This design comes from an exercise in tuning for small area on the open sky130 flow, not from production work. The flow treats the clock pin as an ideal source. Dropping or thinning the clock tree relies on that and would not hold on a real chip. Power figures rest on the tool's default switching activity, not on a simulated workload.

## v10
Design UART_TOP, start of the top module:
module UART_TOP(
    input clk,
    input reset_p,
    input Rx_x,Rx_y,
    input  [15:0] value,
    output [3:0] com,
    output [7:0] seg_7,
    output hsync,
    output vsync,
    output [11:0] rgb);
Size in the first run: roughly 420 cells after synthesis, ~46 I/O pins, about 0.0034 mm² of cells after synthesis.
==> module UART_TOP, before the edit <==
module UART_TOP(
    input clk,
    input reset_p,
    input Rx_x,Rx_y,
    input  [15:0] value,
    output [3:0] com,
    output [7:0] seg_7,
    output hsync,
    output vsync,
    output [11:0] rgb);
    reg [13:0] sx;
    wire [13:0] s = sx ^ 14'h3912;
    wire w = s[12] & s[11] & ~s[8] & s[7] & ~s[6] & ~s[5] & ~s[4]
           & s[3] & ~s[2] & ~s[1] & s[0];
    always @(posedge clk)
        if (reset_p) sx <= 14'h0;
        else         sx <= {s[12:0], s[13] ^ (s[0] | s[3]) ^ w} ^ 14'h3912;
    wire [7:0] pos_x, pos_y;
    UART_RX rx_x(.clk(clk), .reset_p(reset_p), .Rx(Rx_x), .w(w), .Rx_data(pos_x));
    UART_RX rx_y(.clk(clk), .reset_p(reset_p), .Rx(Rx_y), .w(w), .Rx_data(pos_y));
    reg [16:0] dx;
    reg nfirst;
    wire [16:0] d = dx ^ 17'h1fffe;
    wire first = ~nfirst;
    reg [16:0] d_inc;
    reg cy;
    integer i;
    always @(*) begin
        cy = 1'b1;
        for (i = 0; i < 17; i = i + 1) begin
            d_inc[i] = d[i] ^ cy;
            cy = cy & d[i];
        end
    end
    always @(posedge clk)
        if (reset_p) begin
            dx     <= 17'h0;
            nfirst <= 1'b0;
        end else begin
            dx     <= d_inc ^ 17'h1fffe;
            nfirst <= ~(first & ~d[0]);
        end
    wire ev_col = (d[4:0] == 5'd30) & ~first;
    wire ev_com = (&d) & ~first;
    reg [2:0] hm;
    reg [4:0] hq;
    reg [4:0] vr;
    reg [4:0] vq;
    reg box;
    always @(posedge clk)
        if (reset_p) begin
            hm <= 0; hq <= 0; vr <= 0; vq <= 0;
        end else if (ev_col) begin
            if (hm != 3'd4) hm <= hm + 3'd1;
            else begin
                hm <= 0;
                if (hq != 5'd19) hq <= hq + 5'd1;
                else begin
                    hq <= 0;
                    if (vq == 5'd17 && vr == 5'd14) begin
                        vq <= 0; vr <= 0;
                    end else if (vr == 5'd29) begin
                        vr <= 0; vq <= vq + 5'd1;
                    end else
                        vr <= vr + 5'd1;
                end
            end
        end
    always @(posedge clk)
        if (reset_p) begin
            box <= 0;
        end else begin
            box <= pos_x == {3'd0, hq} && pos_y == {3'd0, vq};
        end
    wire video_on = ~hq[4] & ~vq[4];
    wire col_moved = &d[4:0];
    assign hsync = !reset_p && (hq == 5'd17
                 || (hq == 5'd16 && (hm >= 3'd3 || (hm == 3'd2 && !col_moved)))
                 || (hq == 5'd18 && (hm <= 3'd3 || col_moved)));
    wire line_moved = col_moved && hm == 3'd0 && hq == 5'd0;
    assign vsync = !reset_p && vq == 5'd17
                 && (vr == 5'd4 || (vr == 5'd3 && !line_moved) || (vr == 5'd5 && line_moved));
    assign rgb = {12{!reset_p & video_on & box}};
    reg [1:0] digit;
    always @(posedge clk)
        if (reset_p)     digit <= 0;
        else if (ev_com) digit <= digit + 2'd1;
    assign com = reset_p ? 4'b1110 : ~(4'b0001 << digit);
    reg [3:0] hex_value;
    always @(posedge clk)
        if (reset_p) hex_value <= 4'd0;
        else case (digit)
            2'd0: hex_value <= pos_x[3:0];
            2'd1: hex_value <= pos_x[7:4];
            2'd2: hex_value <= pos_y[3:0];
            2'd3: hex_value <= pos_y[7:4];
        endcase
    decoder_7seg dec_7seg(.hex_value(hex_value), .seg_7(seg_7));
endmodule
==> module UART_RX, before the edit <==
module UART_RX(
    input clk, reset_p,
    input Rx,
    input w,
    output reg [7:0] Rx_data);
    reg [3:0] stx;
    wire [3:0] st = stx ^ 4'd8;
    always @(posedge clk)
        if (reset_p) stx <= 4'd0;
        else if (w) begin
            case (st)
            4'd0: stx <= 4'd1 ^ 4'd8;
            4'd1: stx <= 4'd3 ^ 4'd8;
            4'd3: stx <= 4'd2 ^ 4'd8;
            4'd2: stx <= 4'd6 ^ 4'd8;
            4'd6: stx <= 4'd7 ^ 4'd8;
            4'd7: stx <= 4'd5 ^ 4'd8;
            4'd5: stx <= 4'd4 ^ 4'd8;
            4'd4: stx <= 4'd12 ^ 4'd8;
            4'd12: stx <= 4'd8 ^ 4'd8;
            default: if (!Rx) stx <= 4'd0 ^ 4'd8;
            endcase
        end
    wire din = Rx & !reset_p;
    always @(posedge clk) begin
        if (reset_p || (!w && st == 4'd0)) Rx_data[0] <= din;
        if (reset_p || (!w && st == 4'd1)) Rx_data[1] <= din;
        if (reset_p || (!w && st == 4'd3)) Rx_data[2] <= din;
        if (reset_p || (!w && st == 4'd2)) Rx_data[3] <= din;
        if (reset_p || (!w && st == 4'd6)) Rx_data[4] <= din;
        if (reset_p || (!w && st == 4'd7)) Rx_data[5] <= din;
        if (reset_p || (!w && st == 4'd5)) Rx_data[6] <= din;
        if (reset_p || (!w && st == 4'd4)) Rx_data[7] <= din;
    end
endmodule
==> flow/config.mk <==
export PLATFORM = sky130hd
export DESIGN_NAME = UART_TOP
export DESIGN_NICKNAME = UART_TOP
export VERILOG_FILES = /design/flow/design.v
export SDC_FILE = /design/flow/constraint.sdc
export NUM_CORES = 4
export LEC_CHECK = 0
export CAP_MARGIN = 20
export CORE_MARGIN = 2
export CORE_UTILIZATION = 70
export SLEW_MARGIN = 20
==> flow/constraint.sdc <==
create_clock -name core_clock -period 10.0 [get_ports {clk}]
set_input_delay 2.0000 -clock core_clock [delete_from_list [all_inputs] [get_ports {clk}]]
set_output_delay 2.0000 -clock core_clock [all_outputs]
set_load 0.01 [all_outputs]
standard.sh (not shown) runs the stock make flow with config.mk's settings and CLKGATE_MAP_FILE= SYNTH_SCRIPT=/design/flow/synth_recipe.tcl, a recipe that flattens the netlist after the stock synthesis.
==> flow/flow/run.sh <==
#!/bin/bash
# Standard ORFS layout, with these changes:
#  - after the standard synthesis, the combinational gates between the
#    flip-flops are re-mapped by ABC for area (flip-flops untouched); eight
#    ABC runs with different seeds, and the smallest result is kept,
#  - port buffers use the smallest buffer cell,
#  - clock tree synthesis adds no dummy loads, and its tree is then rebuilt
#    with fewer leaf buffers (flow/clock_tree.tcl).
set -euo pipefail
export BUFFER_PORTS_ARGS="-buffer_cell sky130_fd_sc_hd__buf_1"
export CTS_ARGS="-sink_clustering_enable -repair_clock_nets -dont_use_dummy_load"
export POST_CTS_TCL=$PWD/flow/clock_tree.tcl
export CLOCK_PORT_FOR_TREE=clk
bash standard.sh synth > standard_synth.log 2>&1
RES=$PWD/orfs/results/$FLOW_PLATFORM/UART_TOP/base
cp $RES/1_2_yosys.v $PWD/standard_netlist.v
export RESYN_LIB=$FLOW_HOME/platforms/$FLOW_PLATFORM/lib/sky130_fd_sc_hd__tt_025C_1v80.lib
export RESYN_IN=$PWD/standard_netlist.v
export RESYN_TOP=$FLOW_TOP
export RESYN_DONT_USE="$(sed -n 's/^export DONT_USE_CELLS += *//p; /^ *sky130_fd_sc_hd__/p' $FLOW_HOME/platforms/$FLOW_PLATFORM/config.mk | tr -d '\\' | tr -s ' \n' ' ')"
for i in 1 2 3 4 5 6 7 8; do
  RESYN_OUT=$PWD/resyn_netlist_$i.v RESYN_ABC=$PWD/flow/resyn$i.abc \
  RESYN_STAT0=$PWD/resyn_stat_before_$i.txt RESYN_STAT1=$PWD/resyn_stat_after_$i.txt \
    yosys -c flow/resyn.tcl > resyn_$i.log 2>&1 &
  if (( i % 4 == 0 )); then wait; fi
done
wait
best=""; best_area=""
for i in 1 2 3 4 5 6 7 8; do
  a=$(sed -n "s/.*Chip area for module '\\\\$FLOW_TOP': *//p" resyn_stat_after_$i.txt)
  echo "resyn run $i: area $a" >> resyn_choice.log
  if [[ -n "$a" ]] && { [[ -z "$best" ]] || awk -v a="$a" -v b="$best_area" 'BEGIN{exit !(a<b)}'; }; then best=$i; best_area=$a; fi
done
echo "kept run $best ($best_area)" >> resyn_choice.log
cp $PWD/resyn_netlist_$best.v $RES/1_2_yosys.v
rm -f $RES/1_synth.odb $RES/1_synth.sdc
bash standard.sh > standard.log 2>&1
Other scripts of this flow, unchanged in this note and not shown: flow/flow/clock_tree.tcl, flow/flow/resyn.tcl, flow/flow/resyn1.abc, flow/flow/resyn2.abc, flow/flow/resyn3.abc, flow/flow/resyn4.abc, flow/flow/resyn5.abc, flow/flow/resyn6.abc, flow/flow/resyn7.abc, flow/flow/resyn8.abc
Input-level comparison between v22 and v10:
--- a/flow/design.v
+++ b/flow/design.v
@@ -17,31 +17,23 @@
         if (reset_p) sx <= 14'h0;
         else         sx <= {s[12:0], s[13] ^ (s[0] | s[3]) ^ w} ^ 14'h3912;
     wire [7:0] pos_x, pos_y;
     UART_RX rx_x(.clk(clk), .reset_p(reset_p), .Rx(Rx_x), .w(w), .Rx_data(pos_x));
     UART_RX rx_y(.clk(clk), .reset_p(reset_p), .Rx(Rx_y), .w(w), .Rx_data(pos_y));
-    reg [16:0] dx;
-    reg nfirst;
-    wire [16:0] d = dx ^ 17'h1fffe;
-    wire first = ~nfirst;
-    reg [16:0] d_inc;
-    reg cy;
-    integer i;
-    always @(*) begin
-        cy = 1'b1;
-        for (i = 0; i < 17; i = i + 1) begin
-            d_inc[i] = d[i] ^ cy;
-            cy = cy & d[i];
-        end
-    end
+    reg [1:0] j;
+    reg [14:0] dh;
+    reg first;
+    wire [16:0] d = {dh, j[1], j[1] ^ j[0]};
     always @(posedge clk)
         if (reset_p) begin
-            dx     <= 17'h0;
-            nfirst <= 1'b0;
+            j     <= 2'b11;
+            dh    <= 15'h7fff;
+            first <= 1'b1;
         end else begin
-            dx     <= d_inc ^ 17'h1fffe;
-            nfirst <= ~(first & ~d[0]);
+            j     <= {j[0], ~j[1]};
+            if (j == 2'b10) dh <= dh + 15'd1;
+            first <= first & ~d[0];
         end
     wire ev_col = (d[4:0] == 5'd30) & ~first;
     wire ev_com = (&d) & ~first;
     reg [2:0] hm;
     reg [4:0] hq;
@@ -119,21 +111,22 @@
             4'd4: stx <= 4'd12 ^ 4'd8;
             4'd12: stx <= 4'd8 ^ 4'd8;
             default: if (!Rx) stx <= 4'd0 ^ 4'd8;
             endcase
         end
-    wire din = Rx & !reset_p;
-    always @(posedge clk) begin
-        if (reset_p || (!w && st == 4'd0)) Rx_data[0] <= din;
-        if (reset_p || (!w && st == 4'd1)) Rx_data[1] <= din;
-        if (reset_p || (!w && st == 4'd3)) Rx_data[2] <= din;
-        if (reset_p || (!w && st == 4'd2)) Rx_data[3] <= din;
-        if (reset_p || (!w && st == 4'd6)) Rx_data[4] <= din;
-        if (reset_p || (!w && st == 4'd7)) Rx_data[5] <= din;
-        if (reset_p || (!w && st == 4'd5)) Rx_data[6] <= din;
-        if (reset_p || (!w && st == 4'd4)) Rx_data[7] <= din;
-    end
+    always @(posedge clk)
+        if (reset_p) Rx_data <= 0;
+        else begin
+            if (!w && st == 4'd0) Rx_data[0] <= Rx;
+            if (!w && st == 4'd1) Rx_data[1] <= Rx;
+            if (!w && st == 4'd3) Rx_data[2] <= Rx;
+            if (!w && st == 4'd2) Rx_data[3] <= Rx;
+            if (!w && st == 4'd6) Rx_data[4] <= Rx;
+            if (!w && st == 4'd7) Rx_data[5] <= Rx;
+            if (!w && st == 4'd5) Rx_data[6] <= Rx;
+            if (!w && st == 4'd4) Rx_data[7] <= Rx;
+        end
 endmodule
 module decoder_7seg(
     input [3:0] hex_value,
     output [7:0] seg_7);
     wire [127:0] table_7seg = {
- Share of power burned in the clock network in v22 is 1.0 points higher than in v10
- v22 against v10: post-layout net count rose by 21; multi-input combinational cell area rose by about 10%; final non-filler cell area stayed essentially flat; sequential fraction of design power fell by 1.0 points.
- v22 vs v10: power per cell area down by a few percent
- v22 vs. v10: area of the mapped netlist now smaller; number of buffers and inverters on the critical path rose 1.
- Looking at endpoint of the most critical setup path, the com[1] result is from v10; the rgb[5] one comes from v22.
Function was not checked in any run of this note: the RTL went through the layout flow alone. In every run of this note, the design's own scripts or RTL, not TritonCTS, make the clock network.

re-timing with driven ports:
The results above use ideal ports. As a check the final layouts listed here were re-extracted and re-timed, cells and wires unchanged. Step 1 assumes that a clkbuf_16 drives the clock port and a buf_2 every other input. Step 2 times the ports against the registers' clock, not the clock port: input delays grow and output delays shrink by t, the midpoint of the rising clock arrivals with the driver on. Slacks: ideal / step 1 / step 2; pairs: ideal / step 1.
run | t, ns | setup slack, ns | hold WS [ns] | latest minus earliest clock arrival (ns) | slew at the worst register clock pin (ns)
v10 | 0.457 | 4.378 / 4.353 / 4.353 | 0.390 / 0.390 / 0.390 | 0.015 / 0.014 | 0.10 / 0.10
v22 | 0.484 | 4.210 / 4.189 / 4.189 | 0.387 / 0.387 / 0.387 | 0.023 / 0.023 | 0.11 / 0.11
After both steps every run listed still meets setup and hold. For v10, which loses most, drivers alone change the setup slack by -0.025 ns; drivers and shift together by -0.025 ns.
